Context: an optimization exercise on an open-source flow, tuned for small area and a short achievable clock period. The choices shown serve that exercise and are no tape-out recipe. Function was not checked in any run shown here: the RTL went through the layout flow alone.

## flow/design.v (module list and top-level ports; edited modules follow where they fit)
// module full_adder: 10 lines
// module final_adder: 244 lines
// module fp32_unpacker: 20 lines
// module fp32_aligner: 18 lines
// module wallace_tree_8_inputs: 507 lines
// module fp32_normalizer_rounder: 339 lines
// module fp32_packer: 14 lines
// module fp32_adder_tree_8_inputs: 851 lines
module fp32_adder_tree_8_inputs (
    input wire clk,
    input wire rst_n,
    input wire [127:0] dvr_fp32addtree8to1_s0,
    input wire [127:0] dvr_fp32addtree8to1_s1,
    input wire [2:0] cru_fp32addtree8to1,
    output wire [127:0] dr_fp32addtree8to1_d
);
  // ...
==> flow/flow/run.sh <==
#!/bin/bash
# Layout flow: ORFS, with two changes to its synthesis script and a setup
# margin for timing repair.
#  - synthesis: Yosys's generic synth step runs without its quick ABC pass, so
#    the full adders written in the RTL reach extract_fa as written (no
#    inverters around them); the final ABC mapping uses flow/abc.script.
#  - layout: standard steps; repair_timing aims at SETUP_SLACK_MARGIN; the
#    port buffers are the platform's smallest buffer.
# Each tool's output goes to ORFS's own logs (orfs/logs/...); make's output to flow.log.
set -euo pipefail
HERE=$(pwd)
FL=$HERE/flow
source $FL/params.sh
sed -e 's#^source \$::env(SCRIPTS_DIR)/synth_preamble.tcl#&\nset abc_args [lreplace $abc_args 1 1 '"$FL"'/abc.script]#' \
    -e 's#synth -top \$::env(DESIGN_NAME) -run fine: {\*}\$synth_full_args#& -noabc#' \
    $FLOW_HOME/scripts/synth.tcl > $HERE/my_synth.tcl
grep -q -- '-noabc' $HERE/my_synth.tcl
grep -q 'abc.script\]' $HERE/my_synth.tcl
sed -e "s#source \$::env(SCRIPTS_DIR)/synth.tcl#source $HERE/my_synth.tcl#" synth_recipe.tcl > my_synth_recipe.tcl
grep -q my_synth.tcl my_synth_recipe.tcl
sed -e "s#SYNTH_SCRIPT=[^ ]*#SYNTH_SCRIPT=$HERE/my_synth_recipe.tcl#" standard.sh > my_standard.sh
grep -q my_synth_recipe.tcl my_standard.sh
export SETUP_SLACK_MARGIN=$MARGIN
# every port still gets a buffer, the smallest one
export BUFFER_PORTS_ARGS="${PORTBUF:--buffer_cell sky130_fd_sc_hd__buf_1}"
bash my_standard.sh finish > flow.log 2>&1
==> flow/flow/abc.script <==
strash
dch
map -B 0.9
topo
mfs
strash
dch
map -B 0.9
topo
mfs
strash
dch
map -B 0.9
topo
stime -c
==> flow/flow/params.sh <==
MARGIN=42.5

==> flow/standard.sh <==
#!/bin/bash
# synth_recipe.tcl (not shown) runs the flow's synth.tcl, then flattens the netlist and writes it again
# the make line also repeats each setting of config.mk as NAME=value (left out here)
make -C /OpenROAD-flow-scripts/flow DESIGN_CONFIG=/design/flow/config.mk WORK_HOME=/design/flow/orfs CLKGATE_MAP_FILE= SYNTH_SCRIPT=/design/flow/synth_recipe.tcl "${@:-finish}"
==> flow/config.mk <==
export PLATFORM = sky130hd
export DESIGN_NAME = fp32_adder_tree_8_inputs
export DESIGN_NICKNAME = fp32_adder_tree_8_inputs
export VERILOG_FILES = /design/flow/design.v
export SDC_FILE = /design/flow/constraint.sdc
export NUM_CORES = 8
export LEC_CHECK = 0
export ABC_AREA = 1
export CAP_MARGIN = 20
export CORE_MARGIN = 2
export CORE_UTILIZATION = 40
export SLEW_MARGIN = 20
==> flow/constraint.sdc <==
create_clock -name core_clock -period 64.0 [get_ports {clk}]
set_input_delay 12.8000 -clock core_clock [delete_from_list [all_inputs] [get_ports {clk}]]
set_output_delay 12.8000 -clock core_clock [all_outputs]
set_load 0.01 [all_outputs]
==> notes.md, run 1 <==
Final layout
The net count of the finished layout is roughly 6600. The count of cells in the finished layout, fillers not included, comes to 6965. Multi-input combinational cells in the finished layout were counted as 4655. Counting flops per register, the top entry is row_a_q. The layout has 9 clock buffers.

The cell class with the largest area share is multi-input combinational cells. The fraction of area in non-clock buffers is 7.69%.

Routing
The top routing layer in use is met5. In the routed design, unresolved DRC markers number 0. Wires add up to 144000 um. The routed design uses 65300 um of met2 wire.

Synthesis
The cell area that synthesis handed to floorplanning was 0.0314 sq mm. The largest area contributor in the netlist is nand2_1. For this run, the number of Yosys warnings is 1. The synthesized netlist devotes 8.27% of its cell area to XOR and XNOR gates. Sequential elements use 5.49% of the synthesized area. In this run the mean area of a mapped cell was between 5 and 6 sq um. The synthesized design devotes to its leading area cell type about a fifth of total area.

In the synthesized netlist the async set-or-reset flop fraction comes to 1.16%.

Floorplanning
The overall die area is between 0.08 and 0.09 sq mm.

Clocking
The number of setup buffers added after CTS is 45. After clock tree synthesis, the clock-pin slew on the worst setup and hold paths is 0.09 ns. The number of gates resized after CTS is 171.

Global routing
The initial antenna violation count was 4. The global routing usage on met2 is between 50 and 60%. The total global-route track usage is about 34%.

STA
Setup repair after global routing could not meet its margin everywhere. In this run the tightest slew margin relative to its limit is 22.6%.

Placed design
The total of buffers placed on input and output ports is 388.

Setup path
Tracing the worst setup path back leads to its startpoint at dvr_fp32addtree8to1_s1[73].

Outcome
The flow ran to the end and the layout has no timing, DRC or antenna violations.
==> module fp32_normalizer_rounder, before the edit <==
module fp32_normalizer_rounder (
    input  wire [34:0] mag,
    input  wire [7:0]  exp_in,      
    output wire [30:0] res,         
    output wire        overflow
);
    wire [31:0] lim = (exp_in <= 8'd32) ? (32'd1 << (6'd32 - exp_in[5:0])) : 32'd0;
    wire [63:0] lzv = {mag | {3'b000, lim}, 1'b1, 28'b0};
    wire lz_z0_0 = ~lzv[63];
    wire lz_z0_1 = ~lzv[62];
    wire lz_z0_2 = ~lzv[61];
    wire lz_z0_3 = ~lzv[60];
    wire lz_z0_4 = ~lzv[59];
    wire lz_z0_5 = ~lzv[58];
    wire lz_z0_6 = ~lzv[57];
    wire lz_z0_7 = ~lzv[56];
    wire lz_z0_8 = ~lzv[55];
    wire lz_z0_9 = ~lzv[54];
    wire lz_z0_10 = ~lzv[53];
    wire lz_z0_11 = ~lzv[52];
    wire lz_z0_12 = ~lzv[51];
    wire lz_z0_13 = ~lzv[50];
    wire lz_z0_14 = ~lzv[49];
    wire lz_z0_15 = ~lzv[48];
    wire lz_z0_16 = ~lzv[47];
    wire lz_z0_17 = ~lzv[46];
    wire lz_z0_18 = ~lzv[45];
    wire lz_z0_19 = ~lzv[44];
    wire lz_z0_20 = ~lzv[43];
    wire lz_z0_21 = ~lzv[42];
    wire lz_z0_22 = ~lzv[41];
    wire lz_z0_23 = ~lzv[40];
    wire lz_z0_24 = ~lzv[39];
    wire lz_z0_25 = ~lzv[38];
    wire lz_z0_26 = ~lzv[37];
    wire lz_z0_27 = ~lzv[36];
    wire lz_z0_28 = ~lzv[35];
    wire lz_z0_29 = ~lzv[34];
    wire lz_z0_30 = ~lzv[33];
    wire lz_z0_31 = ~lzv[32];
    wire lz_z0_32 = ~lzv[31];
    wire lz_z0_33 = ~lzv[30];
    wire lz_z0_34 = ~lzv[29];
    wire lz_z0_35 = ~lzv[28];
    wire lz_z0_36 = ~lzv[27];
    wire lz_z0_37 = ~lzv[26];
    wire lz_z0_38 = ~lzv[25];
    wire lz_z0_39 = ~lzv[24];
    wire lz_z0_40 = ~lzv[23];
    wire lz_z0_41 = ~lzv[22];
    wire lz_z0_42 = ~lzv[21];
    wire lz_z0_43 = ~lzv[20];
    wire lz_z0_44 = ~lzv[19];
    wire lz_z0_45 = ~lzv[18];
    wire lz_z0_46 = ~lzv[17];
    wire lz_z0_47 = ~lzv[16];
    wire lz_z0_48 = ~lzv[15];
    wire lz_z0_49 = ~lzv[14];
    wire lz_z0_50 = ~lzv[13];
    wire lz_z0_51 = ~lzv[12];
    wire lz_z0_52 = ~lzv[11];
    wire lz_z0_53 = ~lzv[10];
    wire lz_z0_54 = ~lzv[9];
    wire lz_z0_55 = ~lzv[8];
    wire lz_z0_56 = ~lzv[7];
    wire lz_z0_57 = ~lzv[6];
    wire lz_z0_58 = ~lzv[5];
    wire lz_z0_59 = ~lzv[4];
    wire lz_z0_60 = ~lzv[3];
    wire lz_z0_61 = ~lzv[2];
    wire lz_z0_62 = ~lzv[1];
    wire lz_z0_63 = ~lzv[0];
    wire lz_z1_0 = lz_z0_0 & lz_z0_1;
    wire [0:0] lz_c1_0 = lz_z0_0;
    wire lz_z1_1 = lz_z0_2 & lz_z0_3;
    wire [0:0] lz_c1_1 = lz_z0_2;
    wire lz_z1_2 = lz_z0_4 & lz_z0_5;
    wire [0:0] lz_c1_2 = lz_z0_4;
    wire lz_z1_3 = lz_z0_6 & lz_z0_7;
    wire [0:0] lz_c1_3 = lz_z0_6;
    wire lz_z1_4 = lz_z0_8 & lz_z0_9;
    wire [0:0] lz_c1_4 = lz_z0_8;
    wire lz_z1_5 = lz_z0_10 & lz_z0_11;
    wire [0:0] lz_c1_5 = lz_z0_10;
    wire lz_z1_6 = lz_z0_12 & lz_z0_13;
    wire [0:0] lz_c1_6 = lz_z0_12;
    wire lz_z1_7 = lz_z0_14 & lz_z0_15;
    wire [0:0] lz_c1_7 = lz_z0_14;
    wire lz_z1_8 = lz_z0_16 & lz_z0_17;
    wire [0:0] lz_c1_8 = lz_z0_16;
    wire lz_z1_9 = lz_z0_18 & lz_z0_19;
    wire [0:0] lz_c1_9 = lz_z0_18;
    wire lz_z1_10 = lz_z0_20 & lz_z0_21;
    wire [0:0] lz_c1_10 = lz_z0_20;
    wire lz_z1_11 = lz_z0_22 & lz_z0_23;
    wire [0:0] lz_c1_11 = lz_z0_22;
    wire lz_z1_12 = lz_z0_24 & lz_z0_25;
    wire [0:0] lz_c1_12 = lz_z0_24;
    wire lz_z1_13 = lz_z0_26 & lz_z0_27;
    wire [0:0] lz_c1_13 = lz_z0_26;
    wire lz_z1_14 = lz_z0_28 & lz_z0_29;
    wire [0:0] lz_c1_14 = lz_z0_28;
    wire lz_z1_15 = lz_z0_30 & lz_z0_31;
    wire [0:0] lz_c1_15 = lz_z0_30;
    wire lz_z1_16 = lz_z0_32 & lz_z0_33;
    wire [0:0] lz_c1_16 = lz_z0_32;
    wire lz_z1_17 = lz_z0_34 & lz_z0_35;
    wire [0:0] lz_c1_17 = lz_z0_34;
    wire lz_z1_18 = lz_z0_36 & lz_z0_37;
    wire [0:0] lz_c1_18 = lz_z0_36;
    wire lz_z1_19 = lz_z0_38 & lz_z0_39;
    wire [0:0] lz_c1_19 = lz_z0_38;
    wire lz_z1_20 = lz_z0_40 & lz_z0_41;
    wire [0:0] lz_c1_20 = lz_z0_40;
    wire lz_z1_21 = lz_z0_42 & lz_z0_43;
    wire [0:0] lz_c1_21 = lz_z0_42;
    wire lz_z1_22 = lz_z0_44 & lz_z0_45;
    wire [0:0] lz_c1_22 = lz_z0_44;
    wire lz_z1_23 = lz_z0_46 & lz_z0_47;
    wire [0:0] lz_c1_23 = lz_z0_46;
    wire lz_z1_24 = lz_z0_48 & lz_z0_49;
    wire [0:0] lz_c1_24 = lz_z0_48;
    wire lz_z1_25 = lz_z0_50 & lz_z0_51;
    wire [0:0] lz_c1_25 = lz_z0_50;
    wire lz_z1_26 = lz_z0_52 & lz_z0_53;
    wire [0:0] lz_c1_26 = lz_z0_52;
    wire lz_z1_27 = lz_z0_54 & lz_z0_55;
    wire [0:0] lz_c1_27 = lz_z0_54;
    wire lz_z1_28 = lz_z0_56 & lz_z0_57;
    wire [0:0] lz_c1_28 = lz_z0_56;
    wire lz_z1_29 = lz_z0_58 & lz_z0_59;
    wire [0:0] lz_c1_29 = lz_z0_58;
    wire lz_z1_30 = lz_z0_60 & lz_z0_61;
    wire [0:0] lz_c1_30 = lz_z0_60;
    wire lz_z1_31 = lz_z0_62 & lz_z0_63;
    wire [0:0] lz_c1_31 = lz_z0_62;
    wire lz_z2_0 = lz_z1_0 & lz_z1_1;
    wire [1:0] lz_c2_0 = lz_z1_0 ? {1'b1, lz_c1_1} : {1'b0, lz_c1_0};
    wire lz_z2_1 = lz_z1_2 & lz_z1_3;
    wire [1:0] lz_c2_1 = lz_z1_2 ? {1'b1, lz_c1_3} : {1'b0, lz_c1_2};
    wire lz_z2_2 = lz_z1_4 & lz_z1_5;
    wire [1:0] lz_c2_2 = lz_z1_4 ? {1'b1, lz_c1_5} : {1'b0, lz_c1_4};
    wire lz_z2_3 = lz_z1_6 & lz_z1_7;
    wire [1:0] lz_c2_3 = lz_z1_6 ? {1'b1, lz_c1_7} : {1'b0, lz_c1_6};
    wire lz_z2_4 = lz_z1_8 & lz_z1_9;
    wire [1:0] lz_c2_4 = lz_z1_8 ? {1'b1, lz_c1_9} : {1'b0, lz_c1_8};
    wire lz_z2_5 = lz_z1_10 & lz_z1_11;
    wire [1:0] lz_c2_5 = lz_z1_10 ? {1'b1, lz_c1_11} : {1'b0, lz_c1_10};
    wire lz_z2_6 = lz_z1_12 & lz_z1_13;
    wire [1:0] lz_c2_6 = lz_z1_12 ? {1'b1, lz_c1_13} : {1'b0, lz_c1_12};
    wire lz_z2_7 = lz_z1_14 & lz_z1_15;
    wire [1:0] lz_c2_7 = lz_z1_14 ? {1'b1, lz_c1_15} : {1'b0, lz_c1_14};
    wire lz_z2_8 = lz_z1_16 & lz_z1_17;
    wire [1:0] lz_c2_8 = lz_z1_16 ? {1'b1, lz_c1_17} : {1'b0, lz_c1_16};
    wire lz_z2_9 = lz_z1_18 & lz_z1_19;
    wire [1:0] lz_c2_9 = lz_z1_18 ? {1'b1, lz_c1_19} : {1'b0, lz_c1_18};
    wire lz_z2_10 = lz_z1_20 & lz_z1_21;
    wire [1:0] lz_c2_10 = lz_z1_20 ? {1'b1, lz_c1_21} : {1'b0, lz_c1_20};
    wire lz_z2_11 = lz_z1_22 & lz_z1_23;
    wire [1:0] lz_c2_11 = lz_z1_22 ? {1'b1, lz_c1_23} : {1'b0, lz_c1_22};
    wire lz_z2_12 = lz_z1_24 & lz_z1_25;
    wire [1:0] lz_c2_12 = lz_z1_24 ? {1'b1, lz_c1_25} : {1'b0, lz_c1_24};
    wire lz_z2_13 = lz_z1_26 & lz_z1_27;
    wire [1:0] lz_c2_13 = lz_z1_26 ? {1'b1, lz_c1_27} : {1'b0, lz_c1_26};
    wire lz_z2_14 = lz_z1_28 & lz_z1_29;
    wire [1:0] lz_c2_14 = lz_z1_28 ? {1'b1, lz_c1_29} : {1'b0, lz_c1_28};
    wire lz_z2_15 = lz_z1_30 & lz_z1_31;
    wire [1:0] lz_c2_15 = lz_z1_30 ? {1'b1, lz_c1_31} : {1'b0, lz_c1_30};
    wire lz_z3_0 = lz_z2_0 & lz_z2_1;
    wire [2:0] lz_c3_0 = lz_z2_0 ? {1'b1, lz_c2_1} : {1'b0, lz_c2_0};
    wire lz_z3_1 = lz_z2_2 & lz_z2_3;
    wire [2:0] lz_c3_1 = lz_z2_2 ? {1'b1, lz_c2_3} : {1'b0, lz_c2_2};
    wire lz_z3_2 = lz_z2_4 & lz_z2_5;
    wire [2:0] lz_c3_2 = lz_z2_4 ? {1'b1, lz_c2_5} : {1'b0, lz_c2_4};
    wire lz_z3_3 = lz_z2_6 & lz_z2_7;
    wire [2:0] lz_c3_3 = lz_z2_6 ? {1'b1, lz_c2_7} : {1'b0, lz_c2_6};
    wire lz_z3_4 = lz_z2_8 & lz_z2_9;
    wire [2:0] lz_c3_4 = lz_z2_8 ? {1'b1, lz_c2_9} : {1'b0, lz_c2_8};
    wire lz_z3_5 = lz_z2_10 & lz_z2_11;
    wire [2:0] lz_c3_5 = lz_z2_10 ? {1'b1, lz_c2_11} : {1'b0, lz_c2_10};
    wire lz_z3_6 = lz_z2_12 & lz_z2_13;
    wire [2:0] lz_c3_6 = lz_z2_12 ? {1'b1, lz_c2_13} : {1'b0, lz_c2_12};
    wire lz_z3_7 = lz_z2_14 & lz_z2_15;
    wire [2:0] lz_c3_7 = lz_z2_14 ? {1'b1, lz_c2_15} : {1'b0, lz_c2_14};
    wire lz_z4_0 = lz_z3_0 & lz_z3_1;
    wire [3:0] lz_c4_0 = lz_z3_0 ? {1'b1, lz_c3_1} : {1'b0, lz_c3_0};
    wire lz_z4_1 = lz_z3_2 & lz_z3_3;
    wire [3:0] lz_c4_1 = lz_z3_2 ? {1'b1, lz_c3_3} : {1'b0, lz_c3_2};
    wire lz_z4_2 = lz_z3_4 & lz_z3_5;
    wire [3:0] lz_c4_2 = lz_z3_4 ? {1'b1, lz_c3_5} : {1'b0, lz_c3_4};
    wire lz_z4_3 = lz_z3_6 & lz_z3_7;
    wire [3:0] lz_c4_3 = lz_z3_6 ? {1'b1, lz_c3_7} : {1'b0, lz_c3_6};
    wire lz_z5_0 = lz_z4_0 & lz_z4_1;
    wire [4:0] lz_c5_0 = lz_z4_0 ? {1'b1, lz_c4_1} : {1'b0, lz_c4_0};
    wire lz_z5_1 = lz_z4_2 & lz_z4_3;
    wire [4:0] lz_c5_1 = lz_z4_2 ? {1'b1, lz_c4_3} : {1'b0, lz_c4_2};
    wire lz_z6_0 = lz_z5_0 & lz_z5_1;
    wire [5:0] lz_c6_0 = lz_z5_0 ? {1'b1, lz_c5_1} : {1'b0, lz_c5_0};
    wire [5:0] sh = lz_c6_0;
    wire [34:0] n1 = sh[5] ? {mag[2:0], 32'b0} : mag;
    wire [34:0] n2 = sh[4] ? {n1[18:0], 16'b0} : n1;
    wire [34:0] n3 = sh[3] ? {n2[26:0], 8'b0} : n2;
    wire [34:0] n4 = sh[2] ? {n3[30:0], 4'b0} : n3;
    wire [34:0] n5 = sh[1] ? {n4[32:0], 2'b0} : n4;
    wire [34:0] nn = sh[0] ? {n5[33:0], 1'b0} : n5;
    wire normal = nn[34];
    wire g = nn[10];
    wire r = nn[9];
    wire st = |(mag[8:0] & (9'h1ff >> sh));
    wire rnd = g & (r | st | nn[11]);
    wire [8:0] e3 = {1'b0, exp_in} + 9'd3;
    wire [8:0] e4 = {1'b0, exp_in} + 9'd4;
    wire [8:0] nsh = ~{3'b0, sh};
    wire [8:0] x3, x4;
    wire [6:0] l3 = {1'b0, e3[5:0]} + {1'b0, ~sh} + 7'd1;
    wire [6:0] l4 = {1'b0, e4[5:0]} + {1'b0, ~sh} + 7'd1;
    wire [2:0] h3m = e3[8:6] - 3'd1;
    wire [2:0] h4m = e4[8:6] - 3'd1;
    assign x3 = {l3[6] ? e3[8:6] : h3m, l3[5:0]};
    assign x4 = {l4[6] ? e4[8:6] : h4m, l4[5:0]};
    wire [8:0] t3 = {1'b0, exp_in} - 9'd252;
    wire [8:0] t4 = {1'b0, exp_in} - 9'd251;
    wire ov3 = ~t3[8] & ({3'b0, sh} <= t3);
    wire ov4 = ~t4[8] & ({3'b0, sh} <= t4);
    wire [22:0] mr;
    wire [22:0] mant = nn[33:11];
    wire rn_1 = mant[1] & mant[0];
    wire rn_2 = mant[2] & mant[1];
    wire rn_3 = mant[3] & mant[2];
    wire rn_4 = mant[4] & mant[3];
    wire rn_5 = mant[5] & mant[4];
    wire rn_6 = mant[6] & mant[5];
    wire rn_7 = mant[7] & mant[6];
    wire rn_8 = mant[8] & mant[7];
    wire rn_9 = mant[9] & mant[8];
    wire rn_10 = mant[10] & mant[9];
    wire rn_11 = mant[11] & mant[10];
    wire rn_12 = mant[12] & mant[11];
    wire rn_13 = mant[13] & mant[12];
    wire rn_14 = mant[14] & mant[13];
    wire rn_15 = mant[15] & mant[14];
    wire rn_16 = mant[16] & mant[15];
    wire rn_17 = mant[17] & mant[16];
    wire rn_18 = mant[18] & mant[17];
    wire rn_19 = mant[19] & mant[18];
    wire rn_20 = mant[20] & mant[19];
    wire rn_21 = mant[21] & mant[20];
    wire rn_22 = mant[22] & mant[21];
    wire rn_23 = rn_2 & mant[0];
    wire rn_24 = rn_3 & rn_1;
    wire rn_25 = rn_4 & rn_2;
    wire rn_26 = rn_5 & rn_3;
    wire rn_27 = rn_6 & rn_4;
    wire rn_28 = rn_7 & rn_5;
    wire rn_29 = rn_8 & rn_6;
    wire rn_30 = rn_9 & rn_7;
    wire rn_31 = rn_10 & rn_8;
    wire rn_32 = rn_11 & rn_9;
    wire rn_33 = rn_12 & rn_10;
    wire rn_34 = rn_13 & rn_11;
    wire rn_35 = rn_14 & rn_12;
    wire rn_36 = rn_15 & rn_13;
    wire rn_37 = rn_16 & rn_14;
    wire rn_38 = rn_17 & rn_15;
    wire rn_39 = rn_18 & rn_16;
    wire rn_40 = rn_19 & rn_17;
    wire rn_41 = rn_20 & rn_18;
    wire rn_42 = rn_21 & rn_19;
    wire rn_43 = rn_22 & rn_20;
    wire rn_44 = rn_25 & mant[0];
    wire rn_45 = rn_26 & rn_1;
    wire rn_46 = rn_27 & rn_23;
    wire rn_47 = rn_28 & rn_24;
    wire rn_48 = rn_29 & rn_25;
    wire rn_49 = rn_30 & rn_26;
    wire rn_50 = rn_31 & rn_27;
    wire rn_51 = rn_32 & rn_28;
    wire rn_52 = rn_33 & rn_29;
    wire rn_53 = rn_34 & rn_30;
    wire rn_54 = rn_35 & rn_31;
    wire rn_55 = rn_36 & rn_32;
    wire rn_56 = rn_37 & rn_33;
    wire rn_57 = rn_38 & rn_34;
    wire rn_58 = rn_39 & rn_35;
    wire rn_59 = rn_40 & rn_36;
    wire rn_60 = rn_41 & rn_37;
    wire rn_61 = rn_42 & rn_38;
    wire rn_62 = rn_43 & rn_39;
    wire rn_63 = rn_48 & mant[0];
    wire rn_64 = rn_49 & rn_1;
    wire rn_65 = rn_50 & rn_23;
    wire rn_66 = rn_51 & rn_24;
    wire rn_67 = rn_52 & rn_44;
    wire rn_68 = rn_53 & rn_45;
    wire rn_69 = rn_54 & rn_46;
    wire rn_70 = rn_55 & rn_47;
    wire rn_71 = rn_56 & rn_48;
    wire rn_72 = rn_57 & rn_49;
    wire rn_73 = rn_58 & rn_50;
    wire rn_74 = rn_59 & rn_51;
    wire rn_75 = rn_60 & rn_52;
    wire rn_76 = rn_61 & rn_53;
    wire rn_77 = rn_62 & rn_54;
    wire rn_78 = rn_71 & mant[0];
    wire rn_79 = rn_72 & rn_1;
    wire rn_80 = rn_73 & rn_23;
    wire rn_81 = rn_74 & rn_24;
    wire rn_82 = rn_75 & rn_44;
    wire rn_83 = rn_76 & rn_45;
    wire rn_84 = rn_77 & rn_46;
    assign mr[0] = mant[0] ^ rnd;
    assign mr[1] = mant[1] ^ (rnd & mant[0]);
    assign mr[2] = mant[2] ^ (rnd & rn_1);
    assign mr[3] = mant[3] ^ (rnd & rn_23);
    assign mr[4] = mant[4] ^ (rnd & rn_24);
    assign mr[5] = mant[5] ^ (rnd & rn_44);
    assign mr[6] = mant[6] ^ (rnd & rn_45);
    assign mr[7] = mant[7] ^ (rnd & rn_46);
    assign mr[8] = mant[8] ^ (rnd & rn_47);
    assign mr[9] = mant[9] ^ (rnd & rn_63);
    assign mr[10] = mant[10] ^ (rnd & rn_64);
    assign mr[11] = mant[11] ^ (rnd & rn_65);
    assign mr[12] = mant[12] ^ (rnd & rn_66);
    assign mr[13] = mant[13] ^ (rnd & rn_67);
    assign mr[14] = mant[14] ^ (rnd & rn_68);
    assign mr[15] = mant[15] ^ (rnd & rn_69);
    assign mr[16] = mant[16] ^ (rnd & rn_70);
    assign mr[17] = mant[17] ^ (rnd & rn_78);
    assign mr[18] = mant[18] ^ (rnd & rn_79);
    assign mr[19] = mant[19] ^ (rnd & rn_80);
    assign mr[20] = mant[20] ^ (rnd & rn_81);
    assign mr[21] = mant[21] ^ (rnd & rn_82);
    assign mr[22] = mant[22] ^ (rnd & rn_83);
    wire rn_85 = rnd & rn_84;
    wire cm = rn_85;
    wire [7:0] er = normal ? (cm ? x4[7:0] : x3[7:0]) : {7'b0, cm};
    assign overflow = normal & (cm ? ov4 : ov3);
    assign res = {er, mr};
endmodule
==> inputs of run 2 (changes only) <==
--- a/flow/design.v
+++ b/flow/design.v
@@ -1006,26 +1006,158 @@
     wire g = nn[10];
     wire r = nn[9];
     wire st = |(mag[8:0] & (9'h1ff >> sh));
     wire rnd = g & (r | st | nn[11]);
     wire [8:0] e3 = {1'b0, exp_in} + 9'd3;
     wire [8:0] e4 = {1'b0, exp_in} + 9'd4;
     wire [8:0] nsh = ~{3'b0, sh};
     wire [8:0] x3, x4;
-    wire [6:0] l3 = {1'b0, e3[5:0]} + {1'b0, ~sh} + 7'd1;
-    wire [6:0] l4 = {1'b0, e4[5:0]} + {1'b0, ~sh} + 7'd1;
-    wire [2:0] h3m = e3[8:6] - 3'd1;
-    wire [2:0] h4m = e4[8:6] - 3'd1;
-    assign x3 = {l3[6] ? e3[8:6] : h3m, l3[5:0]};
-    assign x4 = {l4[6] ? e4[8:6] : h4m, l4[5:0]};
-    wire [8:0] t3 = {1'b0, exp_in} - 9'd252;
-    wire [8:0] t4 = {1'b0, exp_in} - 9'd251;
-    wire ov3 = ~t3[8] & ({3'b0, sh} <= t3);
-    wire ov4 = ~t4[8] & ({3'b0, sh} <= t4);
+    wire xe_1 = e3[0] & nsh[0];
+    wire xe_2 = e3[1] & nsh[1];
+    wire xe_3 = e3[2] & nsh[2];
+    wire xe_4 = e3[3] & nsh[3];
+    wire xe_5 = e3[4] & nsh[4];
+    wire xe_6 = e3[5] & nsh[5];
+    wire xe_7 = e3[6] & nsh[6];
+    wire xe_8 = e3[7] & nsh[7];
+    wire xe_9 = e3[8] & nsh[8];
+    wire xe_10 = e3[0] ^ nsh[0];
+    wire xe_11 = e3[1] ^ nsh[1];
+    wire xe_12 = e3[2] ^ nsh[2];
+    wire xe_13 = e3[3] ^ nsh[3];
+    wire xe_14 = e3[4] ^ nsh[4];
+    wire xe_15 = e3[5] ^ nsh[5];
+    wire xe_16 = e3[6] ^ nsh[6];
+    wire xe_17 = e3[7] ^ nsh[7];
+    wire xe_18 = e3[8] ^ nsh[8];
+    wire xe_19 = xe_1 | (xe_10 & 1'b1);
+    wire xe_20 = xe_2 | (xe_11 & xe_19);
+    wire xe_21 = xe_11 & xe_10;
+    wire xe_22 = xe_3 | (xe_12 & xe_2);
+    wire xe_23 = xe_12 & xe_11;
+    wire xe_24 = xe_4 | (xe_13 & xe_3);
+    wire xe_25 = xe_13 & xe_12;
+    wire xe_26 = xe_5 | (xe_14 & xe_4);
+    wire xe_27 = xe_14 & xe_13;
+    wire xe_28 = xe_6 | (xe_15 & xe_5);
+    wire xe_29 = xe_15 & xe_14;
+    wire xe_30 = xe_7 | (xe_16 & xe_6);
+    wire xe_31 = xe_16 & xe_15;
+    wire xe_32 = xe_8 | (xe_17 & xe_7);
+    wire xe_33 = xe_17 & xe_16;
+    wire xe_34 = xe_9 | (xe_18 & xe_8);
+    wire xe_35 = xe_18 & xe_17;
+    wire xe_36 = xe_22 | (xe_23 & xe_19);
+    wire xe_37 = xe_23 & xe_10;
+    wire xe_38 = xe_24 | (xe_25 & xe_20);
+    wire xe_39 = xe_25 & xe_21;
+    wire xe_40 = xe_26 | (xe_27 & xe_22);
+    wire xe_41 = xe_27 & xe_23;
+    wire xe_42 = xe_28 | (xe_29 & xe_24);
+    wire xe_43 = xe_29 & xe_25;
+    wire xe_44 = xe_30 | (xe_31 & xe_26);
+    wire xe_45 = xe_31 & xe_27;
+    wire xe_46 = xe_32 | (xe_33 & xe_28);
+    wire xe_47 = xe_33 & xe_29;
+    wire xe_48 = xe_34 | (xe_35 & xe_30);
+    wire xe_49 = xe_35 & xe_31;
+    wire xe_50 = xe_40 | (xe_41 & xe_19);
+    wire xe_51 = xe_41 & xe_10;
+    wire xe_52 = xe_42 | (xe_43 & xe_20);
+    wire xe_53 = xe_43 & xe_21;
+    wire xe_54 = xe_44 | (xe_45 & xe_36);
+    wire xe_55 = xe_45 & xe_37;
+    wire xe_56 = xe_46 | (xe_47 & xe_38);
+    wire xe_57 = xe_47 & xe_39;
+    wire xe_58 = xe_48 | (xe_49 & xe_40);
+    wire xe_59 = xe_49 & xe_41;
+    wire xe_60 = xe_58 | (xe_59 & xe_19);
+    wire xe_61 = xe_59 & xe_10;
+    assign x3[0] = xe_10 ^ 1'b1;
+    assign x3[1] = xe_11 ^ xe_19;
+    assign x3[2] = xe_12 ^ xe_20;
+    assign x3[3] = xe_13 ^ xe_36;
+    assign x3[4] = xe_14 ^ xe_38;
+    assign x3[5] = xe_15 ^ xe_50;
+    assign x3[6] = xe_16 ^ xe_52;
+    assign x3[7] = xe_17 ^ xe_54;
+    assign x3[8] = xe_18 ^ xe_56;
+    wire xe_62 = e4[0] & nsh[0];
+    wire xe_63 = e4[1] & nsh[1];
+    wire xe_64 = e4[2] & nsh[2];
+    wire xe_65 = e4[3] & nsh[3];
+    wire xe_66 = e4[4] & nsh[4];
+    wire xe_67 = e4[5] & nsh[5];
+    wire xe_68 = e4[6] & nsh[6];
+    wire xe_69 = e4[7] & nsh[7];
+    wire xe_70 = e4[8] & nsh[8];
+    wire xe_71 = e4[0] ^ nsh[0];
+    wire xe_72 = e4[1] ^ nsh[1];
+    wire xe_73 = e4[2] ^ nsh[2];
+    wire xe_74 = e4[3] ^ nsh[3];
+    wire xe_75 = e4[4] ^ nsh[4];
+    wire xe_76 = e4[5] ^ nsh[5];
+    wire xe_77 = e4[6] ^ nsh[6];
+    wire xe_78 = e4[7] ^ nsh[7];
+    wire xe_79 = e4[8] ^ nsh[8];
+    wire xe_80 = xe_62 | (xe_71 & 1'b1);
+    wire xe_81 = xe_63 | (xe_72 & xe_80);
+    wire xe_82 = xe_72 & xe_71;
+    wire xe_83 = xe_64 | (xe_73 & xe_63);
+    wire xe_84 = xe_73 & xe_72;
+    wire xe_85 = xe_65 | (xe_74 & xe_64);
+    wire xe_86 = xe_74 & xe_73;
+    wire xe_87 = xe_66 | (xe_75 & xe_65);
+    wire xe_88 = xe_75 & xe_74;
+    wire xe_89 = xe_67 | (xe_76 & xe_66);
+    wire xe_90 = xe_76 & xe_75;
+    wire xe_91 = xe_68 | (xe_77 & xe_67);
+    wire xe_92 = xe_77 & xe_76;
+    wire xe_93 = xe_69 | (xe_78 & xe_68);
+    wire xe_94 = xe_78 & xe_77;
+    wire xe_95 = xe_70 | (xe_79 & xe_69);
+    wire xe_96 = xe_79 & xe_78;
+    wire xe_97 = xe_83 | (xe_84 & xe_80);
+    wire xe_98 = xe_84 & xe_71;
+    wire xe_99 = xe_85 | (xe_86 & xe_81);
+    wire xe_100 = xe_86 & xe_82;
+    wire xe_101 = xe_87 | (xe_88 & xe_83);
+    wire xe_102 = xe_88 & xe_84;
+    wire xe_103 = xe_89 | (xe_90 & xe_85);
+    wire xe_104 = xe_90 & xe_86;
+    wire xe_105 = xe_91 | (xe_92 & xe_87);
+    wire xe_106 = xe_92 & xe_88;
+    wire xe_107 = xe_93 | (xe_94 & xe_89);
+    wire xe_108 = xe_94 & xe_90;
+    wire xe_109 = xe_95 | (xe_96 & xe_91);
+    wire xe_110 = xe_96 & xe_92;
+    wire xe_111 = xe_101 | (xe_102 & xe_80);
+    wire xe_112 = xe_102 & xe_71;
+    wire xe_113 = xe_103 | (xe_104 & xe_81);
+    wire xe_114 = xe_104 & xe_82;
+    wire xe_115 = xe_105 | (xe_106 & xe_97);
+    wire xe_116 = xe_106 & xe_98;
+    wire xe_117 = xe_107 | (xe_108 & xe_99);
+    wire xe_118 = xe_108 & xe_100;
+    wire xe_119 = xe_109 | (xe_110 & xe_101);
+    wire xe_120 = xe_110 & xe_102;
+    wire xe_121 = xe_119 | (xe_120 & xe_80);
+    wire xe_122 = xe_120 & xe_71;
+    assign x4[0] = xe_71 ^ 1'b1;
+    assign x4[1] = xe_72 ^ xe_80;
+    assign x4[2] = xe_73 ^ xe_81;
+    assign x4[3] = xe_74 ^ xe_97;
+    assign x4[4] = xe_75 ^ xe_99;
+    assign x4[5] = xe_76 ^ xe_111;
+    assign x4[6] = xe_77 ^ xe_113;
+    assign x4[7] = xe_78 ^ xe_115;
+    assign x4[8] = xe_79 ^ xe_117;
+    wire ov3 = x3 >= 9'd255;
+    wire ov4 = x4 >= 9'd255;
     wire [22:0] mr;
     wire [22:0] mant = nn[33:11];
     wire rn_1 = mant[1] & mant[0];
     wire rn_2 = mant[2] & mant[1];
     wire rn_3 = mant[3] & mant[2];
     wire rn_4 = mant[4] & mant[3];
     wire rn_5 = mant[5] & mant[4];
     wire rn_6 = mant[6] & mant[5];
@@ -1229,17 +1361,17 @@
     wire mx_44 = mx_36 | (mx_37 & mx_17);
     wire mx_45 = mx_37 & mx_9;
     wire mx_46 = mx_38 | (mx_39 & mx_18);
     wire mx_47 = mx_39 & mx_19;
     wire mx_48 = mx_40 | (mx_41 & mx_32);
     wire mx_49 = mx_41 & mx_33;
     wire mx_50 = mx_42 | (mx_43 & mx_34);
     wire mx_51 = mx_43 & mx_35;
-    wire [7:0] mx0_0 = mx_50 ? x0 : x1;
+    wire [7:0] m0 = mx_50 ? x0 : x1;
     wire mx_52 = x2[0] & ~x3[0];
     wire mx_53 = x2[1] & ~x3[1];
     wire mx_54 = x2[2] & ~x3[2];
     wire mx_55 = x2[3] & ~x3[3];
     wire mx_56 = x2[4] & ~x3[4];
     wire mx_57 = x2[5] & ~x3[5];
     wire mx_58 = x2[6] & ~x3[6];
     wire mx_59 = x2[7] & ~x3[7];
@@ -1281,17 +1413,17 @@
     wire mx_95 = mx_87 | (mx_88 & mx_68);
     wire mx_96 = mx_88 & mx_60;
     wire mx_97 = mx_89 | (mx_90 & mx_69);
     wire mx_98 = mx_90 & mx_70;
     wire mx_99 = mx_91 | (mx_92 & mx_83);
     wire mx_100 = mx_92 & mx_84;
     wire mx_101 = mx_93 | (mx_94 & mx_85);
     wire mx_102 = mx_94 & mx_86;
-    wire [7:0] mx0_1 = mx_101 ? x2 : x3;
+    wire [7:0] m1 = mx_101 ? x2 : x3;
     wire mx_103 = x4[0] & ~x5[0];
     wire mx_104 = x4[1] & ~x5[1];
     wire mx_105 = x4[2] & ~x5[2];
     wire mx_106 = x4[3] & ~x5[3];
     wire mx_107 = x4[4] & ~x5[4];
     wire mx_108 = x4[5] & ~x5[5];
     wire mx_109 = x4[6] & ~x5[6];
     wire mx_110 = x4[7] & ~x5[7];
@@ -1333,17 +1465,17 @@
     wire mx_146 = mx_138 | (mx_139 & mx_119);
     wire mx_147 = mx_139 & mx_111;
     wire mx_148 = mx_140 | (mx_141 & mx_120);
     wire mx_149 = mx_141 & mx_121;
     wire mx_150 = mx_142 | (mx_143 & mx_134);
     wire mx_151 = mx_143 & mx_135;
     wire mx_152 = mx_144 | (mx_145 & mx_136);
     wire mx_153 = mx_145 & mx_137;
-    wire [7:0] mx0_2 = mx_152 ? x4 : x5;
+    wire [7:0] m2 = mx_152 ? x4 : x5;
     wire mx_154 = x6[0] & ~x7[0];
     wire mx_155 = x6[1] & ~x7[1];
     wire mx_156 = x6[2] & ~x7[2];
     wire mx_157 = x6[3] & ~x7[3];
     wire mx_158 = x6[4] & ~x7[4];
     wire mx_159 = x6[5] & ~x7[5];
     wire mx_160 = x6[6] & ~x7[6];
     wire mx_161 = x6[7] & ~x7[7];
@@ -1385,33 +1517,33 @@
     wire mx_197 = mx_189 | (mx_190 & mx_170);
     wire mx_198 = mx_190 & mx_162;
     wire mx_199 = mx_191 | (mx_192 & mx_171);
     wire mx_200 = mx_192 & mx_172;
     wire mx_201 = mx_193 | (mx_194 & mx_185);
     wire mx_202 = mx_194 & mx_186;
     wire mx_203 = mx_195 | (mx_196 & mx_187);
     wire mx_204 = mx_196 & mx_188;
-    wire [7:0] mx0_3 = mx_203 ? x6 : x7;
-    wire mx_205 = mx0_0[0] & ~mx0_1[0];
-    wire mx_206 = mx0_0[1] & ~mx0_1[1];
-    wire mx_207 = mx0_0[2] & ~mx0_1[2];
-    wire mx_208 = mx0_0[3] & ~mx0_1[3];
-    wire mx_209 = mx0_0[4] & ~mx0_1[4];
-    wire mx_210 = mx0_0[5] & ~mx0_1[5];
-    wire mx_211 = mx0_0[6] & ~mx0_1[6];
-    wire mx_212 = mx0_0[7] & ~mx0_1[7];
-    wire mx_213 = mx0_0[0] | ~mx0_1[0];
-    wire mx_214 = mx0_0[1] | ~mx0_1[1];
-    wire mx_215 = mx0_0[2] | ~mx0_1[2];
-    wire mx_216 = mx0_0[3] | ~mx0_1[3];
-    wire mx_217 = mx0_0[4] | ~mx0_1[4];
-    wire mx_218 = mx0_0[5] | ~mx0_1[5];
-    wire mx_219 = mx0_0[6] | ~mx0_1[6];
-    wire mx_220 = mx0_0[7] | ~mx0_1[7];
+    wire [7:0] m3 = mx_203 ? x6 : x7;
+    wire mx_205 = m0[0] & ~m1[0];
+    wire mx_206 = m0[1] & ~m1[1];
+    wire mx_207 = m0[2] & ~m1[2];
+    wire mx_208 = m0[3] & ~m1[3];
+    wire mx_209 = m0[4] & ~m1[4];
+    wire mx_210 = m0[5] & ~m1[5];
+    wire mx_211 = m0[6] & ~m1[6];
+    wire mx_212 = m0[7] & ~m1[7];
+    wire mx_213 = m0[0] | ~m1[0];
+    wire mx_214 = m0[1] | ~m1[1];
+    wire mx_215 = m0[2] | ~m1[2];
+    wire mx_216 = m0[3] | ~m1[3];
+    wire mx_217 = m0[4] | ~m1[4];
+    wire mx_218 = m0[5] | ~m1[5];
+    wire mx_219 = m0[6] | ~m1[6];
+    wire mx_220 = m0[7] | ~m1[7];
     wire mx_221 = mx_205 | (mx_213 & 1'b1);
     wire mx_222 = mx_206 | (mx_214 & mx_221);
     wire mx_223 = mx_214 & mx_213;
     wire mx_224 = mx_207 | (mx_215 & mx_206);
     wire mx_225 = mx_215 & mx_214;
     wire mx_226 = mx_208 | (mx_216 & mx_207);
     wire mx_227 = mx_216 & mx_215;
     wire mx_228 = mx_209 | (mx_217 & mx_208);
@@ -1437,33 +1569,32 @@
     wire mx_248 = mx_240 | (mx_241 & mx_221);
     wire mx_249 = mx_241 & mx_213;
     wire mx_250 = mx_242 | (mx_243 & mx_222);
     wire mx_251 = mx_243 & mx_223;
     wire mx_252 = mx_244 | (mx_245 & mx_236);
     wire mx_253 = mx_245 & mx_237;
     wire mx_254 = mx_246 | (mx_247 & mx_238);
     wire mx_255 = mx_247 & mx_239;
-    wire [7:0] mx1_0 = mx_254 ? mx0_0 : mx0_1;
-    wire mx_256 = mx0_2[0] & ~mx0_3[0];
-    wire mx_257 = mx0_2[1] & ~mx0_3[1];
-    wire mx_258 = mx0_2[2] & ~mx0_3[2];
-    wire mx_259 = mx0_2[3] & ~mx0_3[3];
-    wire mx_260 = mx0_2[4] & ~mx0_3[4];
-    wire mx_261 = mx0_2[5] & ~mx0_3[5];
-    wire mx_262 = mx0_2[6] & ~mx0_3[6];
-    wire mx_263 = mx0_2[7] & ~mx0_3[7];
-    wire mx_264 = mx0_2[0] | ~mx0_3[0];
-    wire mx_265 = mx0_2[1] | ~mx0_3[1];
-    wire mx_266 = mx0_2[2] | ~mx0_3[2];
-    wire mx_267 = mx0_2[3] | ~mx0_3[3];
-    wire mx_268 = mx0_2[4] | ~mx0_3[4];
-    wire mx_269 = mx0_2[5] | ~mx0_3[5];
-    wire mx_270 = mx0_2[6] | ~mx0_3[6];
-    wire mx_271 = mx0_2[7] | ~mx0_3[7];
+    wire mx_256 = m0[0] & ~m2[0];
+    wire mx_257 = m0[1] & ~m2[1];
+    wire mx_258 = m0[2] & ~m2[2];
+    wire mx_259 = m0[3] & ~m2[3];
+    wire mx_260 = m0[4] & ~m2[4];
+    wire mx_261 = m0[5] & ~m2[5];
+    wire mx_262 = m0[6] & ~m2[6];
+    wire mx_263 = m0[7] & ~m2[7];
+    wire mx_264 = m0[0] | ~m2[0];
+    wire mx_265 = m0[1] | ~m2[1];
+    wire mx_266 = m0[2] | ~m2[2];
+    wire mx_267 = m0[3] | ~m2[3];
+    wire mx_268 = m0[4] | ~m2[4];
+    wire mx_269 = m0[5] | ~m2[5];
+    wire mx_270 = m0[6] | ~m2[6];
+    wire mx_271 = m0[7] | ~m2[7];
     wire mx_272 = mx_256 | (mx_264 & 1'b1);
     wire mx_273 = mx_257 | (mx_265 & mx_272);
     wire mx_274 = mx_265 & mx_264;
     wire mx_275 = mx_258 | (mx_266 & mx_257);
     wire mx_276 = mx_266 & mx_265;
     wire mx_277 = mx_259 | (mx_267 & mx_258);
     wire mx_278 = mx_267 & mx_266;
     wire mx_279 = mx_260 | (mx_268 & mx_259);
@@ -1489,33 +1620,32 @@
     wire mx_299 = mx_291 | (mx_292 & mx_272);
     wire mx_300 = mx_292 & mx_264;
     wire mx_301 = mx_293 | (mx_294 & mx_273);
     wire mx_302 = mx_294 & mx_274;
     wire mx_303 = mx_295 | (mx_296 & mx_287);
     wire mx_304 = mx_296 & mx_288;
     wire mx_305 = mx_297 | (mx_298 & mx_289);
     wire mx_306 = mx_298 & mx_290;
-    wire [7:0] mx1_1 = mx_305 ? mx0_2 : mx0_3;
-    wire mx_307 = mx1_0[0] & ~mx1_1[0];
-    wire mx_308 = mx1_0[1] & ~mx1_1[1];
-    wire mx_309 = mx1_0[2] & ~mx1_1[2];
-    wire mx_310 = mx1_0[3] & ~mx1_1[3];
-    wire mx_311 = mx1_0[4] & ~mx1_1[4];
-    wire mx_312 = mx1_0[5] & ~mx1_1[5];
-    wire mx_313 = mx1_0[6] & ~mx1_1[6];
-    wire mx_314 = mx1_0[7] & ~mx1_1[7];
-    wire mx_315 = mx1_0[0] | ~mx1_1[0];
-    wire mx_316 = mx1_0[1] | ~mx1_1[1];
-    wire mx_317 = mx1_0[2] | ~mx1_1[2];
-    wire mx_318 = mx1_0[3] | ~mx1_1[3];
-    wire mx_319 = mx1_0[4] | ~mx1_1[4];
-    wire mx_320 = mx1_0[5] | ~mx1_1[5];
-    wire mx_321 = mx1_0[6] | ~mx1_1[6];
-    wire mx_322 = mx1_0[7] | ~mx1_1[7];
+    wire mx_307 = m0[0] & ~m3[0];
+    wire mx_308 = m0[1] & ~m3[1];
+    wire mx_309 = m0[2] & ~m3[2];
+    wire mx_310 = m0[3] & ~m3[3];
+    wire mx_311 = m0[4] & ~m3[4];
+    wire mx_312 = m0[5] & ~m3[5];
+    wire mx_313 = m0[6] & ~m3[6];
+    wire mx_314 = m0[7] & ~m3[7];
+    wire mx_315 = m0[0] | ~m3[0];
+    wire mx_316 = m0[1] | ~m3[1];
+    wire mx_317 = m0[2] | ~m3[2];
+    wire mx_318 = m0[3] | ~m3[3];
+    wire mx_319 = m0[4] | ~m3[4];
+    wire mx_320 = m0[5] | ~m3[5];
+    wire mx_321 = m0[6] | ~m3[6];
+    wire mx_322 = m0[7] | ~m3[7];
     wire mx_323 = mx_307 | (mx_315 & 1'b1);
     wire mx_324 = mx_308 | (mx_316 & mx_323);
     wire mx_325 = mx_316 & mx_315;
     wire mx_326 = mx_309 | (mx_317 & mx_308);
     wire mx_327 = mx_317 & mx_316;
     wire mx_328 = mx_310 | (mx_318 & mx_309);
     wire mx_329 = mx_318 & mx_317;
     wire mx_330 = mx_311 | (mx_319 & mx_310);
@@ -1541,18 +1671,174 @@
     wire mx_350 = mx_342 | (mx_343 & mx_323);
     wire mx_351 = mx_343 & mx_315;
     wire mx_352 = mx_344 | (mx_345 & mx_324);
     wire mx_353 = mx_345 & mx_325;
     wire mx_354 = mx_346 | (mx_347 & mx_338);
     wire mx_355 = mx_347 & mx_339;
     wire mx_356 = mx_348 | (mx_349 & mx_340);
     wire mx_357 = mx_349 & mx_341;
-    wire [7:0] mx2_0 = mx_356 ? mx1_0 : mx1_1;
-    wire [7:0] emax = mx2_0;
+    wire mx_358 = m1[0] & ~m2[0];
+    wire mx_359 = m1[1] & ~m2[1];
+    wire mx_360 = m1[2] & ~m2[2];
+    wire mx_361 = m1[3] & ~m2[3];
+    wire mx_362 = m1[4] & ~m2[4];
+    wire mx_363 = m1[5] & ~m2[5];
+    wire mx_364 = m1[6] & ~m2[6];
+    wire mx_365 = m1[7] & ~m2[7];
+    wire mx_366 = m1[0] | ~m2[0];
+    wire mx_367 = m1[1] | ~m2[1];
+    wire mx_368 = m1[2] | ~m2[2];
+    wire mx_369 = m1[3] | ~m2[3];
+    wire mx_370 = m1[4] | ~m2[4];
+    wire mx_371 = m1[5] | ~m2[5];
+    wire mx_372 = m1[6] | ~m2[6];
+    wire mx_373 = m1[7] | ~m2[7];
+    wire mx_374 = mx_358 | (mx_366 & 1'b1);
+    wire mx_375 = mx_359 | (mx_367 & mx_374);
+    wire mx_376 = mx_367 & mx_366;
+    wire mx_377 = mx_360 | (mx_368 & mx_359);
+    wire mx_378 = mx_368 & mx_367;
+    wire mx_379 = mx_361 | (mx_369 & mx_360);
+    wire mx_380 = mx_369 & mx_368;
+    wire mx_381 = mx_362 | (mx_370 & mx_361);
+    wire mx_382 = mx_370 & mx_369;
+    wire mx_383 = mx_363 | (mx_371 & mx_362);
+    wire mx_384 = mx_371 & mx_370;
+    wire mx_385 = mx_364 | (mx_372 & mx_363);
+    wire mx_386 = mx_372 & mx_371;
+    wire mx_387 = mx_365 | (mx_373 & mx_364);
+    wire mx_388 = mx_373 & mx_372;
+    wire mx_389 = mx_377 | (mx_378 & mx_374);
+    wire mx_390 = mx_378 & mx_366;
+    wire mx_391 = mx_379 | (mx_380 & mx_375);
+    wire mx_392 = mx_380 & mx_376;
+    wire mx_393 = mx_381 | (mx_382 & mx_377);
+    wire mx_394 = mx_382 & mx_378;
+    wire mx_395 = mx_383 | (mx_384 & mx_379);
+    wire mx_396 = mx_384 & mx_380;
+    wire mx_397 = mx_385 | (mx_386 & mx_381);
+    wire mx_398 = mx_386 & mx_382;
+    wire mx_399 = mx_387 | (mx_388 & mx_383);
+    wire mx_400 = mx_388 & mx_384;
+    wire mx_401 = mx_393 | (mx_394 & mx_374);
+    wire mx_402 = mx_394 & mx_366;
+    wire mx_403 = mx_395 | (mx_396 & mx_375);
+    wire mx_404 = mx_396 & mx_376;
+    wire mx_405 = mx_397 | (mx_398 & mx_389);
+    wire mx_406 = mx_398 & mx_390;
+    wire mx_407 = mx_399 | (mx_400 & mx_391);
+    wire mx_408 = mx_400 & mx_392;
+    wire mx_409 = m1[0] & ~m3[0];
+    wire mx_410 = m1[1] & ~m3[1];
+    wire mx_411 = m1[2] & ~m3[2];
+    wire mx_412 = m1[3] & ~m3[3];
+    wire mx_413 = m1[4] & ~m3[4];
+    wire mx_414 = m1[5] & ~m3[5];
+    wire mx_415 = m1[6] & ~m3[6];
+    wire mx_416 = m1[7] & ~m3[7];
+    wire mx_417 = m1[0] | ~m3[0];
+    wire mx_418 = m1[1] | ~m3[1];
+    wire mx_419 = m1[2] | ~m3[2];
+    wire mx_420 = m1[3] | ~m3[3];
+    wire mx_421 = m1[4] | ~m3[4];
+    wire mx_422 = m1[5] | ~m3[5];
+    wire mx_423 = m1[6] | ~m3[6];
+    wire mx_424 = m1[7] | ~m3[7];
+    wire mx_425 = mx_409 | (mx_417 & 1'b1);
+    wire mx_426 = mx_410 | (mx_418 & mx_425);
+    wire mx_427 = mx_418 & mx_417;
+    wire mx_428 = mx_411 | (mx_419 & mx_410);
+    wire mx_429 = mx_419 & mx_418;
+    wire mx_430 = mx_412 | (mx_420 & mx_411);
+    wire mx_431 = mx_420 & mx_419;
+    wire mx_432 = mx_413 | (mx_421 & mx_412);
+    wire mx_433 = mx_421 & mx_420;
+    wire mx_434 = mx_414 | (mx_422 & mx_413);
+    wire mx_435 = mx_422 & mx_421;
+    wire mx_436 = mx_415 | (mx_423 & mx_414);
+    wire mx_437 = mx_423 & mx_422;
+    wire mx_438 = mx_416 | (mx_424 & mx_415);
+    wire mx_439 = mx_424 & mx_423;
+    wire mx_440 = mx_428 | (mx_429 & mx_425);
+    wire mx_441 = mx_429 & mx_417;
+    wire mx_442 = mx_430 | (mx_431 & mx_426);
+    wire mx_443 = mx_431 & mx_427;
+    wire mx_444 = mx_432 | (mx_433 & mx_428);
+    wire mx_445 = mx_433 & mx_429;
+    wire mx_446 = mx_434 | (mx_435 & mx_430);
+    wire mx_447 = mx_435 & mx_431;
+    wire mx_448 = mx_436 | (mx_437 & mx_432);
+    wire mx_449 = mx_437 & mx_433;
+    wire mx_450 = mx_438 | (mx_439 & mx_434);
+    wire mx_451 = mx_439 & mx_435;
+    wire mx_452 = mx_444 | (mx_445 & mx_425);
+    wire mx_453 = mx_445 & mx_417;
+    wire mx_454 = mx_446 | (mx_447 & mx_426);
+    wire mx_455 = mx_447 & mx_427;
+    wire mx_456 = mx_448 | (mx_449 & mx_440);
+    wire mx_457 = mx_449 & mx_441;
+    wire mx_458 = mx_450 | (mx_451 & mx_442);
+    wire mx_459 = mx_451 & mx_443;
+    wire mx_460 = m2[0] & ~m3[0];
+    wire mx_461 = m2[1] & ~m3[1];
+    wire mx_462 = m2[2] & ~m3[2];
+    wire mx_463 = m2[3] & ~m3[3];
+    wire mx_464 = m2[4] & ~m3[4];
+    wire mx_465 = m2[5] & ~m3[5];
+    wire mx_466 = m2[6] & ~m3[6];
+    wire mx_467 = m2[7] & ~m3[7];
+    wire mx_468 = m2[0] | ~m3[0];
+    wire mx_469 = m2[1] | ~m3[1];
+    wire mx_470 = m2[2] | ~m3[2];
+    wire mx_471 = m2[3] | ~m3[3];
+    wire mx_472 = m2[4] | ~m3[4];
+    wire mx_473 = m2[5] | ~m3[5];
+    wire mx_474 = m2[6] | ~m3[6];
+    wire mx_475 = m2[7] | ~m3[7];
+    wire mx_476 = mx_460 | (mx_468 & 1'b1);
+    wire mx_477 = mx_461 | (mx_469 & mx_476);
+    wire mx_478 = mx_469 & mx_468;
+    wire mx_479 = mx_462 | (mx_470 & mx_461);
+    wire mx_480 = mx_470 & mx_469;
+    wire mx_481 = mx_463 | (mx_471 & mx_462);
+    wire mx_482 = mx_471 & mx_470;
+    wire mx_483 = mx_464 | (mx_472 & mx_463);
+    wire mx_484 = mx_472 & mx_471;
+    wire mx_485 = mx_465 | (mx_473 & mx_464);
+    wire mx_486 = mx_473 & mx_472;
+    wire mx_487 = mx_466 | (mx_474 & mx_465);
+    wire mx_488 = mx_474 & mx_473;
+    wire mx_489 = mx_467 | (mx_475 & mx_466);
+    wire mx_490 = mx_475 & mx_474;
+    wire mx_491 = mx_479 | (mx_480 & mx_476);
+    wire mx_492 = mx_480 & mx_468;
+    wire mx_493 = mx_481 | (mx_482 & mx_477);
+    wire mx_494 = mx_482 & mx_478;
+    wire mx_495 = mx_483 | (mx_484 & mx_479);
+    wire mx_496 = mx_484 & mx_480;
+    wire mx_497 = mx_485 | (mx_486 & mx_481);
+    wire mx_498 = mx_486 & mx_482;
+    wire mx_499 = mx_487 | (mx_488 & mx_483);
+    wire mx_500 = mx_488 & mx_484;
+    wire mx_501 = mx_489 | (mx_490 & mx_485);
+    wire mx_502 = mx_490 & mx_486;
+    wire mx_503 = mx_495 | (mx_496 & mx_476);
+    wire mx_504 = mx_496 & mx_468;
+    wire mx_505 = mx_497 | (mx_498 & mx_477);
+    wire mx_506 = mx_498 & mx_478;
+    wire mx_507 = mx_499 | (mx_500 & mx_491);
+    wire mx_508 = mx_500 & mx_492;
+    wire mx_509 = mx_501 | (mx_502 & mx_493);
+    wire mx_510 = mx_502 & mx_494;
+    wire w0 = mx_254 & mx_305 & mx_356;
+    wire w1 = ~mx_254 & mx_407 & mx_458;
+    wire w2 = ~mx_305 & ~mx_407 & mx_509;
+    wire w3 = ~mx_356 & ~mx_458 & ~mx_509;
+    wire [7:0] emax = ({8{w0}} & m0) | ({8{w1}} & m1) | ({8{w2}} & m2) | ({8{w3}} & m3);
     wire [7:0] dif [0:7];
     wire [7:0] nx0 = ~ex[0];
     wire [7:0] d0;
     wire df_1 = emax[0] & nx0[0];
     wire df_2 = emax[1] & nx0[1];
     wire df_3 = emax[2] & nx0[2];
     wire df_4 = emax[3] & nx0[3];
     wire df_5 = emax[4] & nx0[4];
@@ -1955,49 +2241,39 @@
             fp32_aligner a (
                 .sign(sgn[i]), .hidden(hid[i]), .mantissa(man[i]),
                 .diff(dif[i]),
                 .aligned(aligned[32*i +: 32]));
         end
     endgenerate
     wire [35:0] row_a, row_b, sum;
     wallace_tree_8_inputs tree (.data_in(aligned), .sgn(sgn), .row_a(row_a), .row_b(row_b));
-    reg [35:0] row_a_q;
-    reg [35:0] row_b_q;
-    reg [7:0] emax_q;
-    reg nan_q;
-    reg inf_q;
-    reg ninf_q;
-    reg allneg_q;
-    reg valid_q;
-    reg [1:0] seg_q;
-    always @(posedge clk or negedge rst_n) begin
-        if (!rst_n) valid_q <= 1'b0;
-        else valid_q <= cru_fp32addtree8to1[2];
-    end
-    always @(posedge clk) begin
-        row_a_q <= row_a;
-        row_b_q <= row_b;
-        emax_q <= emax;
-        nan_q <= res_nan;
-        inf_q <= res_inf;
-        ninf_q <= ninf;
-        allneg_q <= all_neg;
-        seg_q <= cru_fp32addtree8to1[1:0];
-    end
-    wire [35:0] sum_q;
-    final_adder cpa (.a(row_a_q), .b(row_b_q), .sum(sum_q));
-    wire neg = sum_q[35];
-    wire [34:0] mag = sum_q[34:0] ^ {35{neg}};
+    final_adder cpa (.a(row_a), .b(row_b), .sum(sum));
+    wire neg = sum[35];
+    wire [34:0] mag = sum[34:0] ^ {35{neg}};
     wire zero = ~|mag;
-    wire sign = zero ? allneg_q : neg;
+    wire sign = zero ? all_neg : neg;
     wire [30:0] res;
     wire overflow;
-    fp32_normalizer_rounder nr (.mag(mag), .exp_in(emax_q), .res(res), .overflow(overflow));
+    fp32_normalizer_rounder nr (.mag(mag), .exp_in(emax), .res(res), .overflow(overflow));
     wire [31:0] fp_sum_result;
-    fp32_packer pk (.res_nan(nan_q), .res_inf(inf_q), .inf_sign(ninf_q),
+    fp32_packer pk (.res_nan(res_nan), .res_inf(res_inf), .inf_sign(ninf),
                     .overflow(overflow), .sign(sign), .res(res), .fp_out(fp_sum_result));
+    reg [31:0] sum_qn;
+    reg        valid_q;
+    reg [1:0]  seg_q;
+    always @(posedge clk or negedge rst_n) begin
+        if (!rst_n) begin
+            sum_qn  <= 32'b0;
+            valid_q <= 1'b0;
+            seg_q   <= 2'b0;
+        end else begin
+            sum_qn  <= ~fp_sum_result;
+            valid_q <= cru_fp32addtree8to1[2];
+            seg_q   <= cru_fp32addtree8to1[1:0];
+        end
+    end
     assign dr_fp32addtree8to1_d = {
-        {32{valid_q & (seg_q == 2'b11)}} & fp_sum_result,
-        {32{valid_q & (seg_q == 2'b10)}} & fp_sum_result,
-        {32{valid_q & (seg_q == 2'b01)}} & fp_sum_result,
-        {32{valid_q & (seg_q == 2'b00)}} & fp_sum_result};
+        {32{valid_q & (seg_q == 2'b11)}} & ~sum_qn,
+        {32{valid_q & (seg_q == 2'b10)}} & ~sum_qn,
+        {32{valid_q & (seg_q == 2'b01)}} & ~sum_qn,
+        {32{valid_q & (seg_q == 2'b00)}} & ~sum_qn};
 endmodule
==> flow/flow/abc.script (replaced) <==
strash
dch
map -B 0.9
strash
dch
map -B 0.9
topo
stime -c
buffer -c
upsize -c
dnsize -c
==> flow/flow/params.sh (replaced) <==
MARGIN=36
==> notes.md, run 2 <==
Outcome
The flow ran to the end and the layout has no timing, DRC or antenna violations.

Setup path
The worst path arrival time is 27.33 ns. By instance count, the cell type seen most on the critical path is nand2_1. The cell with the largest stage delay on the worst path is fa_1.

The type of the worst setup path is in2reg. STA classifies the critical path startpoint as an input port. The delay contributed by the slowest stage of the critical path is 0.56 ns. The endpoint kind of the worst setup timing path is a flip-flop. The maximum fanout encountered on the critical timing path is 30. Data on the critical path is required at its endpoint by ~64 ns.

Global routing
For met1 alone, demand over resource in global routing was 40.1%. Global routing consumed, on the met3 layer, 3.63% of the routing resources. After global routing the overflow that remains totals 0. The via count of the first global-routing pass is 33900. The largest net degree at the start of global routing is 45. The initial antenna violation count is 7 (+3). The total global-route track usage is 31.3% (-2.6 points). The global routing stage identified its most utilized layer as met2. The global routing usage on met2 is 54.5% (-1.7 points). The first global-routing pass estimated 200000 um of wire.

Floorplanning
The placement row count is 103. The die boundary width is 286 um. The total I/O pin count is 389. The overall die area is 0.0816 sq mm (+0.95%). Measured along the y axis, the die boundary spans 286 um.

The starting density of the core is 40.3%. The placeable core area is 0.0787 sq mm.

Routing
The first detailed-routing pass ran for 7 iterations. The number of vias per cell is 5.54. The detailed-route via count is about 37000. The wire length reported by the detailed router is 136000 um (-5.5%). After detailed routing, the average wire length per cell comes to 20.2 um. The number of DRC markers in iteration 0 is 3332. The final antenna-violating net count is 0. The count of unresolved DRC violations after routing is 0 (unchanged).

Final layout
The library cell used most frequently in the layout, excluding fill and tap cells, is nand2_1. The library cells used most frequently in the layout, excluding fill and tap cells, are nand2_1, o21ai_0, nor2_1. Relative to the synthesized area, the layout overhead comes to 11.8%. The final core utilization is 45.1%. The largest registers in the layout are sum_qn (32), seg_q (2), valid_q (1).

The flip-flop count of the largest register after layout is 32. The number of standard cells in the final layout excluding fillers is 6727 (-3.4%). The finished cells cover 0.0355 sq mm. In the final layout, the share of cells above drive strength 1 is under 10%. The sequential cells in the finished layout cover a total of 876 sq um.

The number of filler cells placed in the layout is 8751. sum_qn holds more flip-flops than any other register. In the final layout, the multi-input gates occupy 0.0285 sq mm. The post-layout net count is 6302 (-3.9%).

STA
The final hold violation count was 0. The max-slew violation total from the final report is 0. Setup violations remaining at the end of the flow were counted as 0. The fraction of the cycle the final worst path needs is 42.4%. The final-layout worst hold slack is ~13 ns.

The shortest clock period the worst path allows after layout is between 20 and 30 ns. At the pin with the least slew margin, the transition time is 1.05 ns. The worst-case headroom to the max-slew limit came to 29.3% (+6.7 points). Based on the critical path, the design can be clocked at up to 36.8 MHz.

The setup TNS is 0 ns. Setup repair after global routing left no endpoint under its margin.

Run
Max-cap violations in this run came to 0.

Clocking
Clock tree synthesis selected as its root buffer the cell clkbuf_16. The quantity of hold-fixing buffers added after cts is 0. The clock slew at the register clock pins of the worst setup and hold paths is 0.05 ns (-0.04 ns).

Counting the buffers created by CTS gives 5. The total number of clock tree sinks is 35. The H-tree generated during clock tree synthesis spans 2 levels. The worst-case clock buffer depth is 2. TritonCTS built the clock tree.

Synthesis
The number of warnings issued by yosys is 1 (unchanged). The share of the yosys chip area belonging to registers is 2.76% (-2.7 points). The proportion of netlist area held by the largest area contributor came to 17.7% (-3.2 points). Counting instances in the post-synthesis netlist gives the leading cell types as nand2_1, o21ai_0, nor2_1. In the synthesized netlist, the number of instances is 5413.

The number of nets in the synthesized netlist is between 6000 and 7000. After synthesis, the netlist uses 67 different library cells. The complex-gate fraction of the synthesized area is between 10% and 20%.

The most common cell in the synthesized netlist is nand2_1. The async set-or-reset flop fraction in the synthesized netlist came to 100% (+99 points). In the post-synthesis netlist, the biggest area contributors are nand2_1, fa_1, o21ai_0, xor2_1, nor2_1. The synthesized area per cell was 5.86 sq um (-0.38%). The adder-cell share of the synthesized area is between 10% and 20%. Synthesis inferred 35 register bits. The primary flip-flop cell chosen by synthesis mapping is dfrtp_1. By area, the combinational part of the netlist is dominated by simple AND/OR/NAND/NOR gates. The mux share of post-synthesis cell area is 3.44%.

nand2_1 takes more of the synthesized area than any other cell. Yosys mapped a number of flops with a built-in enable equal to 0. The share of synthesized cell area in and, or, nand and nor gates is 36.5%. The cell area after technology mapping was 0.0317 sq mm (+0.96%). The xor and xnor fraction of the mapped netlist area was 10.1% (+1.8 points).

Hold path
The worst hold path belongs to the class in2async.

Placed design
The total of buffers placed on input and output ports is 388 (unchanged). The congestion estimate from routability-driven global placement came to 1.05. The HPWL after detailed placement is 114000 um. Including well taps, the total number of placed cells is around 6600. The instance area at placement is 0.0338 sq mm.
run 2: per-layer routing:
metal  wire, um  part of all wire [%]  up-vias
met5         81                 0.060        -
met4       5590                   4.1       12
met3       8660                   6.4      270
li1           -                     -    18200
met2      64800                    48     1437
met1      56800                    42    17400
run 2: cell families (layout without fill, tap and decap cells):
group                      Yosys count  after routing
muxes                              109            109
other                                0              2
DFF                                 35             35
buffers and inverters              785           1044
and+or+nand+nor                   2699           2701
AOI/OAI and AO/OA                 1057           1057
adders and majority gates          365            365
xor gates and xnor gates           363            364
run 2: timing repair:
item                                    4_1_cts  5_1_grt
gates resized for setup                      78      193
gates cloned                                 11       19
setup buffers                                 8       55
pin swaps                                     8       19
endpoints found under the setup margin       31       31
run 2: final cells by class:
cell class	instances	share of cell area [%]
diodes	2	0.0141
clock buffers	6	0.363
inverters	515	5.83
multi-input cells	4596	80.3
flip-flops and latches	35	2.47
well taps	1050	3.70
repair buffers	498	6.87
repair inverters	25	0.473
run 2: worst paths after layout:
kind	startpoint	endpoint	slack, ns	depth (start not counted)
setup / recovery	dvr_fp32addtree8to1_s1[43]	sum_qn[7]	36.86	84
max in group asynchronous	rst_n	sum_qn[28]	50.85	1
min in group core_clock	cru_fp32addtree8to1[2]	valid_q	12.63	1
hold / removal	rst_n	sum_qn[8]	12.62	1
run 2: per-stage QoR:
stage / setup WS, ns
final: 36.86
after global routing: 35.94
after CTS: 36.00
after detailed placement: 33.86
after global placement: 33.96
after floorplan: 38.37
run 2: worst max-delay path, delay by kind of cell:
family | cells | cell delay, ns
and+or+nand+nor | 43 | 4.46
adders and majority gates | 9 | 4.05
AOI/OAI and AO/OA | 12 | 2.51
buffers and inverters | 16 | 2.27
xor gates and xnor gates | 4 | 1.18

[afterwards: timing with drivers on the ports]
The results above use ideal ports. As a check the final layouts listed here were re-extracted and re-timed, cells and wires unchanged.
Step 1: set_driving_cell puts a clkbuf_16 on clk and a buf_2 on each other input, an assumption about the parent block.
Step 2 adds t to the input delays and takes it off the output delays; t is the mean of the earliest and latest rising clock arrival at the registers after step 1. Input paths then give back, and output paths get back, about the clock's delay inside the block.
Three values: no drivers, after step 1, after step 2; two values: the first two.
run | t (ns) | setup WS [ns] | worst hold slack (ns)
run 1 | 0.422 | 42.835 / 42.862 / 42.439 | 12.157 / 12.137 / 12.560
run 2 | 0.301 | 36.858 / 36.870 / 36.569 | 12.623 / 12.625 / 12.926
After both steps every run listed still meets setup and hold. The setup slack of run 1, which loses most, moves by +0.027 ns with the drivers and by -0.396 ns with both steps.
